Background: an optimization exercise with open tools, aiming at small area, a short achievable clock period and few clock cycles per item. Do not read the settings as production practice. Where RTL was checked, it was by simulation tests only, not by an equivalence proof against the original. Power is estimated from default activity; no workload was simulated.

## comp_mult_top
module comp_mult_top #(
parameter NO_MULT   = 4     ,  
parameter APB_BADDR = 0     ,  
parameter SYS_AW    = 16    ,  
parameter REG_DW    = 16       
)(
input                    clk         ,
input                    rst_n       ,
input      [ SYS_AW-1:0] apb_paddr   ,
input                    apb_psel    ,
input                    apb_penable ,
input                    apb_pwrite  ,
input      [REG_DW -1:0] apb_pwdata  ,
output                   apb_pready  ,
output reg [REG_DW -1:0] apb_prdata  ,
output reg               apb_pslverr ,
output reg               mem_ce      ,
output reg               mem_we      ,
output reg [SYS_AW -1:0] mem_addr    ,
output reg [     8 -1:0] mem_wr_data ,
input      [     8 -1:0] mem_rd_data
);
For scale: roughly 89 I/O pins, roughly 11000 um^2 of cells after synthesis.
export LEC_CHECK = 0
export ABC_AREA = 1
export CAP_MARGIN = 20
export CORE_MARGIN = 2
export CORE_UTILIZATION = 50
export SLEW_MARGIN = 20
create_clock -name core_clock -period 10.0 [get_ports {clk}]
standard.sh (not shown) runs the stock make flow with config.mk's settings and CLKGATE_MAP_FILE= SYNTH_SCRIPT=/design/flow/synth_recipe.tcl, a recipe that flattens the netlist after the stock synthesis.
==> flow/flow/run.sh <==
#!/bin/bash
set -euo pipefail
export BUFFER_PORTS_ARGS="-buffer_cell sky130_fd_sc_hd__buf_2"
export SETUP_SLACK_MARGIN=6.85
bash standard.sh > standard_flow.log 2>&1
Rerun with:
--- a/flow/flow/run.sh
+++ b/flow/flow/run.sh
@@ -4 +4 @@
-export SETUP_SLACK_MARGIN=6.85
+export SETUP_SLACK_MARGIN=6.95
- final area goes up by a few percent
- cell count goes up slightly
- power goes down slightly
- setup slack is better by 0.024 ns
No run of this note included a check of the RTL's function; only the layout flow was run.

Another version of the RTL of comp_mult_top (not shown whole).
Size in the first run: ~200 flip-flops, ~89 I/O pins, about 11000 sq um of cells after synthesis.
clock: 10.0 ns
lec_check: 0
abc_area: 1
cap_margin: 20
core_margin: 2
core_utilization: 50
slew_margin: 20
==> flow/flow/run.sh <==
#!/bin/bash
set -euo pipefail
export BUFFER_PORTS_ARGS="-buffer_cell sky130_fd_sc_hd__buf_2"
export SETUP_SLACK_MARGIN=6.7
bash standard.sh > standard_flow.log 2>&1
Testbench counts at the start, summed over its fixed seeds: cycles 13,994, items 1,337.
Rerun with:
==> flow/flow/run.sh (replaced) <==
#!/bin/bash
set -euo pipefail
export BUFFER_PORTS_ARGS="-buffer_cell sky130_fd_sc_hd__buf_2"
export SETUP_SLACK_MARGIN=6.85
bash standard.sh > standard_flow.log 2>&1
The changed run ran to the end with no violations; utilization rose by 0.25 points; cell area came out higher by 0.44%; combinational power hardly moves; register-to-register slack is better by 0.11 ns; setup slack improves by 0.057 ns; sequential power is about the same.

The RTL this note starts from:
==> flow/design.v <==
module comp_mult_top #(
parameter NO_MULT   = 4     ,  
parameter APB_BADDR = 0     ,  
parameter SYS_AW    = 16    ,  
parameter REG_DW    = 16       
)(
input                    clk         ,
input                    rst_n       ,
input      [ SYS_AW-1:0] apb_paddr   ,
input                    apb_psel    ,
input                    apb_penable ,
input                    apb_pwrite  ,
input      [REG_DW -1:0] apb_pwdata  ,
output                   apb_pready  ,
output reg [REG_DW -1:0] apb_prdata  ,
output reg               apb_pslverr ,
output reg               mem_ce      ,
output reg               mem_we      ,
output reg [SYS_AW -1:0] mem_addr    ,
output reg [     8 -1:0] mem_wr_data ,
input      [     8 -1:0] mem_rd_data
);
assign apb_pready = 1'b1;
wire acc   = apb_psel & apb_penable;
wire wr    = acc &  apb_pwrite;
wire rd    = acc & ~apb_pwrite;
wire a0 = (apb_paddr == APB_BADDR + 0);
wire a1 = (apb_paddr == APB_BADDR + 1);
wire a2 = (apb_paddr == APB_BADDR + 2);
wire a3 = (apb_paddr == APB_BADDR + 3);
wire a4 = (apb_paddr == APB_BADDR + 4);
wire a5 = (apb_paddr == APB_BADDR + 5);
wire a6 = (apb_paddr == APB_BADDR + 6);
wire wr_op1 = wr & a0;
wire wr_op2 = wr & a1;
wire wr_res = wr & a2;
wire wr_nop = wr & a3;
wire wr_cfg = wr & a4;
wire wr_sts = wr & a5;
wire rd_sts = rd & a5;
wire rd_st6 = rd & a6;
wire valid  = (wr & (a0 | a1 | a2 | a3 | a4 | a5)) | rd_sts | rd_st6;
reg  [15:0] op1_ptr, op2_ptr, res_ptr;    
reg  [15:0] no_op;
reg         cfg0, cfg1;                   
reg  [15:0] sts_stop;
reg  [ 4:0] jc;                           
reg         rv;                           
reg         cv;                           
reg         wv2;                          
reg  [15:0] cnt;                          
wire busy = rv | cv | wv2;
wire ph0 = ~jc[4] & ~jc[0];
wire ph1 =  jc[0] & ~jc[1];
wire ph2 =  jc[1] & ~jc[2];
wire ph3 =  jc[2] & ~jc[3];
wire ph4 =  jc[3] & ~jc[4];
wire ph5 =  jc[4] &  jc[0];
wire ph6 = ~jc[0] &  jc[1];
wire ph7 = ~jc[1] &  jc[2];
wire ph8 = ~jc[2] &  jc[3];
wire ph9 = ~jc[3] &  jc[4];
wire start_req = cfg0 & ~cfg1 & (no_op != 16'd0);
wire start_go  = start_req & ~busy;
wire finish    = busy & ph1 & ~rv & ~cv;
always @(posedge clk or negedge rst_n)
if (~rst_n)        apb_pslverr <= 1'b0;
else               apb_pslverr <= acc & ~valid;
wire [15:0] addr_inc = mem_addr + 16'd1;
wire reg_op1 = ph2 | ph3;
wire reg_op2 = ph4 | ph7;
wire reg_res = ~(reg_op1 | reg_op2);
always @(posedge clk or negedge rst_n)
if (~rst_n)                  op1_ptr <= 16'd0;
else if (wr_op1)             op1_ptr <= apb_pwdata;
else if (mem_ce & reg_op1)   op1_ptr <= addr_inc;
always @(posedge clk or negedge rst_n)
if (~rst_n)                  op2_ptr <= 16'd0;
else if (wr_op2)             op2_ptr <= apb_pwdata;
else if (mem_ce & reg_op2)   op2_ptr <= addr_inc;
always @(posedge clk or negedge rst_n)
if (~rst_n)                  res_ptr <= 16'd0;
else if (wr_res)             res_ptr <= apb_pwdata;
else if (mem_ce & reg_res)   res_ptr <= addr_inc;
always @(posedge clk or negedge rst_n)
if (~rst_n)                  no_op <= 16'd0;
else if (wr_nop)             no_op <= apb_pwdata;
always @(posedge clk or negedge rst_n)
if (~rst_n)                  begin cfg0 <= 1'b0; cfg1 <= 1'b0; end
else if (start_req)          begin cfg0 <= 1'b0; cfg1 <= 1'b0; end
else if (wr_cfg)             begin cfg0 <= apb_pwdata[0]; cfg1 <= apb_pwdata[1]; end
always @(posedge clk or negedge rst_n)
if (~rst_n)                  sts_stop <= 16'd0;
else if (wr_sts)             sts_stop <= apb_pwdata;
else if (finish)             sts_stop <= 16'd1;
always @(posedge clk or negedge rst_n)
if (~rst_n)                  apb_prdata <= 16'd0;
else if (rd_sts)             apb_prdata <= sts_stop;
else if (rd_st6)             apb_prdata <= {15'd0, busy};
always @(posedge clk or negedge rst_n)
if (~rst_n)                  jc <= 5'b00000;
else if (start_go)           jc <= 5'b00011;                  
else                         jc <= {jc[3:0], ~jc[4]};
always @(posedge clk or negedge rst_n)
if (~rst_n)                  begin rv <= 1'b0; cv <= 1'b0; wv2 <= 1'b0; end
else if (start_go)           begin rv <= 1'b1; cv <= 1'b0; wv2 <= 1'b0; end
else if (finish)             wv2 <= 1'b0;
else if (ph9) begin
                             rv  <= rv & (cnt != no_op);
                             cv  <= rv;
                             wv2 <= cv;
end
always @(posedge clk)
if (start_go)                cnt <= 16'd1;
else if (ph9)                cnt <= cnt + 16'd1;
wire nx_rd = ph1 | ph2 | ph3 | ph6;                           
wire nx_wc = ph4 | ph5 | ph7 | ph8;                           
always @(posedge clk or negedge rst_n)
if (~rst_n)                  begin mem_ce <= 1'b0; mem_we <= 1'b0; end
else if (start_go)           begin mem_ce <= 1'b1; mem_we <= 1'b0; end
else begin
    mem_ce <= (nx_rd & rv) | (nx_wc & cv) | (ph9 & cv) | (ph0 & wv2);
    mem_we <= ~nx_rd;
end
always @(posedge clk)
if (start_go | ph1 )         mem_addr <= op1_ptr;
else if (ph3 | ph6)          mem_addr <= op2_ptr;
else if (ph4 | ph7)          mem_addr <= res_ptr;
else                         mem_addr <= addr_inc;
reg  [7:0] x1, y1;            
reg  [7:0] qa, qb;            
reg        pa, pb;            
reg  [8:0] ra, rb;            
wire step  = cv & (ph0 | ph1 | ph2 | ph3);
wire first = ph0;
wire nx_ = qa[1];
wire ox_ = qa[0] ^ pa;
wire tx_ = (qa[1] & ~qa[0] & ~pa) | (~qa[1] & qa[0] & pa);
wire ny_ = qb[1];
wire oy_ = qb[0] ^ pb;
wire ty_ = (qb[1] & ~qb[0] & ~pb) | (~qb[1] & qb[0] & pb);
function [10:0] mag;
    input [7:0] m;
    input       one, two;
    mag = two ? {{2{m[7]}}, m, 1'b0} : (one ? {{3{m[7]}}, m} : 11'd0);
endfunction
wire [10:0] ma1 = mag(x1, ox_, tx_);
wire [10:0] ma2 = mag(y1, oy_, ty_);
wire [10:0] mb1 = mag(x1, oy_, ty_);
wire [10:0] mb2 = mag(y1, ox_, tx_);
wire        na1 =  nx_;
wire        na2 = ~ny_;
wire        nb1 =  ny_;
wire        nb2 =  nx_;
wire [10:0] ra1 = ma1 ^ {11{na1}};
wire [10:0] ra2 = ma2 ^ {11{na2}};
wire [10:0] rb1 = mb1 ^ {11{nb1}};
wire [10:0] rb2 = mb2 ^ {11{nb2}};
wire [10:0] acc_a = first ? 11'd0 : {{2{ra[8]}}, ra};
wire [10:0] acc_b = first ? 11'd0 : {{2{rb[8]}}, rb};
wire [10:0] sa_s = acc_a ^ ra1 ^ ra2;
wire [10:0] sa_c = (acc_a & ra1) | (acc_a & ra2) | (ra1 & ra2);
wire [10:0] sb_s = acc_b ^ rb1 ^ rb2;
wire [10:0] sb_c = (acc_b & rb1) | (acc_b & rb2) | (rb1 & rb2);
wire [10:0] suma = sa_s + {sa_c[9:0], na1} + {10'd0, na2};
wire [10:0] sumb = sb_s + {sb_c[9:0], nb1} + {10'd0, nb2};
always @(posedge clk) begin
    if (ph3 & rv)            x1 <= mem_rd_data;
    if (ph4 & rv)            y1 <= mem_rd_data;
    if (ph5 & rv)            begin qa <= mem_rd_data; pa <= 1'b0; end
    else if (step)           begin qa <= {suma[1:0], qa[7:2]}; pa <= qa[1]; end
    if (ph8 & rv)            begin qb <= mem_rd_data; pb <= 1'b0; end
    else if (step)           begin qb <= {sumb[1:0], qb[7:2]}; pb <= qb[1]; end
    if (step)                begin ra <= suma[10:2]; rb <= sumb[10:2]; end
end
always @(posedge clk)
if (ph4)                     mem_wr_data <= qa;                                    
else if (ph5)                mem_wr_data <= ra[7:0];                               
else if (ph7 | ph0)          mem_wr_data <= {6'd0, mem_wr_data[7], mem_wr_data[7]};  
else if (ph8)                mem_wr_data <= qb;                                    
else if (ph9)                mem_wr_data <= rb[7:0];                               
endmodule  
Settings: LEC_CHECK=0, ABC_CLOCK_PERIOD_IN_PS=3000, CAP_MARGIN=20, CORE_MARGIN=2, CORE_UTILIZATION=40, SLEW_MARGIN=20; clock period 10.0 ns.
run.sh (not shown) runs the stock make flow with config.mk's settings and CLKGATE_MAP_FILE= SYNTH_SCRIPT=/design/flow/synth_recipe.tcl, a recipe that flattens the netlist after the stock synthesis.
Stock flow here: none of the scripts above is used.
The first run produced a clean layout.
Testbench counts at the start, summed over its fixed seeds: cycles 14,058, items 1,337.
Edit:
ABC_CLOCK_PERIOD_IN_PS = unset   (was 3000)
The new run finished clean.
Critical path depth is unchanged.
Total power is unchanged.
Via count stays the same.
Sequential power stays flat.

[what the ideal ports hide]
The flow's constraints put no driver on any port. The routed layouts listed below were extracted and timed again, unchanged, in two steps.
Step 1 sets driving cells, clkbuf_16 on the clock port and buf_2 on the other inputs (assumed; they add their load-dependent delay and slew).
Step 2 also shifts input and output timing later by t, the mid clock arrival at the registers, as if the neighbouring blocks saw the same clock.
Slacks: ideal ports / drivers / drivers and shift; pairs: ideal ports / drivers.
run | t, ns | setup WS [ns] | worst register clock-pin slew, ns | worst data-port slew with drivers (ns)
the first run of note 1 | 0.557 | 6.885 / 6.838 / 6.858 | 0.06 / 0.06 | 0.03
the second run of note 1 | 0.546 | 6.910 / 6.863 / 6.834 | 0.06 / 0.06 | 0.03
the first run of note 2 | 0.480 | 6.888 / 6.888 / 6.844 | 0.08 / 0.08 | 0.06
the second run of note 2 | 0.483 | 6.945 / 6.899 / 6.835 | 0.08 / 0.08 | 0.04
the first run of note 3 | 0.570 | 5.429 / 5.429 / 5.284 | 0.06 / 0.06 | 0.04
the second run of note 3 | 0.570 | 5.429 / 5.429 / 5.284 | 0.06 / 0.06 | 0.04
After both steps every run listed still meets setup and hold. Setup slack includes reset recovery checks.
